Context: an optimization exercise on an open-source flow, tuned for small area. The choices shown serve that exercise and are no tape-out recipe.
RTL that was checked went through simulation tests only; none was proved equivalent to the original.
Power figures rest on the tool's default switching activity, not on a simulated workload.

==> flow/design.v <==
module security
		#(
			parameter	MAIN_MEM_ADDR = 14,
			parameter	CACHE_ADDR = 7,
			parameter 	PREG_PROTECT_LOW = 384,
			parameter 	PREG_PROTECT_HIGH = 767
		)
		(
			input clock,
			input reset,
			input [MAIN_MEM_ADDR-1:0]	mainmem_address,
			input [CACHE_ADDR-1:0]		cache_address,
			input 						MemoryAccess,
			input 						cache_hit,
			input 						cache_miss,
			output	reg					IRQ,
			output	wire				VVV_STATE
		);
localparam	NLINES = 2**CACHE_ADDR;
localparam	IDLE      = 3'b000,
			FIRST_A   = 3'b001,
			FIRST_V   = 3'b010,
			SECOND_VVH = 3'b011,
			SECOND_XAM = 3'b100,	 
			SECOND_AVM = 3'b101,
			ATTACK    = 3'b111;
assign VVV_STATE = 1'b0;
wire attack_space = (mainmem_address < PREG_PROTECT_LOW) | (mainmem_address > PREG_PROTECT_HIGH);
localparam	HI = CACHE_ADDR - CACHE_ADDR/2;
localparam	LO = CACHE_ADDR/2;
localparam	NAOI3 = NLINES / 3;
localparam	NAOI = (NLINES + 2) / 3;
wire [(2**HI)-1:0] rsel_n;
wire [(2**LO)-1:0] csel_n;
wire [NLINES-1:0]  sel;
wire [3*NLINES-1:0] REG_STATES_w;
wire [3*NAOI-1:0]  rd_n;
genvar gi, gj, gb;
generate
	for (gi = 0; gi < 2**HI; gi = gi + 1) begin : g_row
		assign rsel_n[gi] = ~((MemoryAccess & (cache_address[CACHE_ADDR-1:LO] == gi)) | reset);
	end
	for (gj = 0; gj < 2**LO; gj = gj + 1) begin : g_col
		assign csel_n[gj] = ~((cache_address[LO-1:0] == gj) | reset);
	end
	for (gi = 0; gi < 2**HI; gi = gi + 1) begin : g_sr
		for (gj = 0; gj < 2**LO; gj = gj + 1) begin : g_sc
			security_nor2 u_sel (.a(rsel_n[gi]), .b(csel_n[gj]), .y(sel[gi*(2**LO)+gj]));
		end
	end
	for (gb = 0; gb < 3; gb = gb + 1) begin : g_rb
		for (gi = 0; gi < NAOI3; gi = gi + 1) begin : g_ra
			security_aoi222 u_rd (
				.a1(sel[3*gi]),   .a2(REG_STATES_w[3*(3*gi)+gb]),
				.b1(sel[3*gi+1]), .b2(REG_STATES_w[3*(3*gi+1)+gb]),
				.c1(sel[3*gi+2]), .c2(REG_STATES_w[3*(3*gi+2)+gb]),
				.y(rd_n[gb*NAOI+gi]));
		end
		if (NLINES % 3 == 2) begin : g_r2
			security_aoi22 u_rd (
				.a1(sel[NLINES-2]), .a2(REG_STATES_w[3*(NLINES-2)+gb]),
				.b1(sel[NLINES-1]), .b2(REG_STATES_w[3*(NLINES-1)+gb]),
				.y(rd_n[gb*NAOI+NAOI3]));
		end
		if (NLINES % 3 == 1) begin : g_r1
			assign rd_n[gb*NAOI+NAOI3] = ~(sel[NLINES-1] & REG_STATES_w[3*(NLINES-1)+gb]);
		end
	end
endgenerate
reg [3*NLINES-1:0] REG_STATES;
assign REG_STATES_w = REG_STATES;
reg [2:0] state;
reg [2:0] next_state;
wire [2:0] d = reset ? IDLE : next_state;
always @* begin
	state[0] = ~&rd_n[0*NAOI +: NAOI];
	state[1] = ~&rd_n[1*NAOI +: NAOI];
	state[2] = ~&rd_n[2*NAOI +: NAOI];
end
generate
	for (gi = 0; gi < NLINES; gi = gi + 1) begin : g_line
		always @(posedge clock)
			if (sel[gi])
				REG_STATES[3*gi +: 3] <= d;
	end
endgenerate
always @* begin
	case (state)
	IDLE:       next_state = attack_space ? FIRST_A : FIRST_V;
	FIRST_A:    next_state = attack_space ? (cache_hit  ? SECOND_XAM : IDLE)
	                                      : (cache_miss ? SECOND_AVM : IDLE);
	FIRST_V:    next_state = attack_space ? (cache_miss ? SECOND_XAM : IDLE)
	                                      : (cache_hit  ? SECOND_VVH : IDLE);
	SECOND_VVH: next_state = (attack_space ? cache_miss : cache_hit) ? ATTACK : IDLE;
	SECOND_XAM: next_state = (!attack_space & cache_miss) ? ATTACK : IDLE;
	SECOND_AVM: next_state = (!attack_space | cache_miss) ? ATTACK : IDLE;
	default:    next_state = IDLE;
	endcase
end
always @(posedge clock, posedge reset)
	if (reset)
		IRQ <= 1'b0;
	else
		IRQ <= (next_state == ATTACK);
endmodule
module security_nor2 (input a, input b, output y);
assign y = ~(a | b);
endmodule
module security_aoi22 (input a1, input a2, input b1, input b2, output y);
assign y = ~((a1 & a2) | (b1 & b2));
endmodule
module security_aoi222 (input a1, input a2, input b1, input b2, input c1, input c2, output y);
assign y = ~((a1 & a2) | (b1 & b2) | (c1 & c2));
endmodule
clock: 6.0 ns
lec_check: 0
cap_margin: 10
core_margin: 2
core_utilization: 55
cts_buf_list: sky130_fd_sc_hd__clkbuf_8
cts_cluster_diameter: 50
cts_cluster_size: 16
gpl_timing_driven: 0
slew_margin: 10
synth_hierarchical: 1
synth_minimum_keep_size: 0
standard.sh (not shown) runs the stock make flow with config.mk's settings and CLKGATE_MAP_FILE= SYNTH_SCRIPT=/design/flow/synth_recipe.tcl, a recipe that flattens the netlist after the stock synthesis.
==> flow/flow/run.sh <==
#!/bin/bash
# Own layout flow: the standard flow (standard.sh, standard synthesis unchanged) with
# - input/output port buffers of the smallest buffer cell (resized later by repair_design),
# - clock tree from clkbuf_8 cells without dummy loads,
# - power (area) recovery on paths with positive slack after global routing.
set -euo pipefail
export BUFFER_PORTS_ARGS="-buffer_cell sky130_fd_sc_hd__buf_1"
export CTS_ARGS="-sink_clustering_enable -repair_clock_nets -buf_list sky130_fd_sc_hd__clkbuf_8 -sink_clustering_size 18 -sink_clustering_max_diameter 50 -dont_use_dummy_load"
export RECOVER_POWER=100
bash standard.sh > standard_flow.log 2>&1
The starting point finished clean.
Change:
--- a/flow/design.v
+++ b/flow/design.v
@@ -17,14 +17,14 @@
 			output	wire				VVV_STATE
 		);
 localparam	NLINES = 2**CACHE_ADDR;
 localparam	IDLE      = 3'b000,
-			FIRST_A   = 3'b001,
-			FIRST_V   = 3'b010,
-			SECOND_VVH = 3'b011,
-			SECOND_XAM = 3'b100,	 
-			SECOND_AVM = 3'b101,
-			ATTACK    = 3'b111;
+			FIRST_A   = 3'd2,
+			FIRST_V   = 3'd3,
+			SECOND_VVH = 3'd1,
+			SECOND_XAM = 3'd4,	 
+			SECOND_AVM = 3'd5,
+			ATTACK    = 3'd6;
 assign VVV_STATE = 1'b0;
 wire attack_space = (mainmem_address < PREG_PROTECT_LOW) | (mainmem_address > PREG_PROTECT_HIGH);
 localparam	HI = CACHE_ADDR - CACHE_ADDR/2;
 localparam	LO = CACHE_ADDR/2;
Cell count is higher by 0.69%.
Power is higher by 2.3%.
Worst hold slack loses 0.091 ns.
Worst setup slack gains 0.22 ns.
Routed wire length is higher by 0.42%.
Clock skew is higher by 0.017 ns.
Design area is higher by 2.4%.
Die area stays flat.
Sequential power is about the same.
Sequential share of layout area is lower by 1.8 points.
Synthesized cell count is lower by 1.6%.
First-iteration DRC count is lower by 0.72%.
Function not checked in the second run of this note: the RTL went through the layout flow alone.

## what the ideal ports hide
Ports are ideal in the flow. The routed layouts listed here were re-timed in OpenROAD. Step 1 sets driving cells, clkbuf_16 on the clock port and buf_2 on the other inputs (assumed; they add their load-dependent delay and slew). Step 2 also shifts input and output timing later by t, the mid clock arrival at the registers, as if the neighbouring blocks saw the same clock. a / b / c = ideal ports / drivers / drivers and shift; a / b = the first two.
run | t (ns) | slack for setup (ns) | hold WS [ns] | worst register clock-pin slew, ns | pins driven straight from the clock port
the first run | 0.621 | 0.282 / 0.273 / -0.347 | 0.828 / 0.837 / 0.880 | 0.11 / 0.11 | 1
the second run | 0.558 | 0.498 / 0.495 / -0.063 | 0.737 / 0.716 / 0.852 | 0.10 / 0.10 | 1
With both steps, setup timing fails in the first run and the second run, where it was met with ideal ports. For the first run, which loses most, drivers alone change the setup slack by -0.009 ns; drivers and shift together by -0.629 ns.
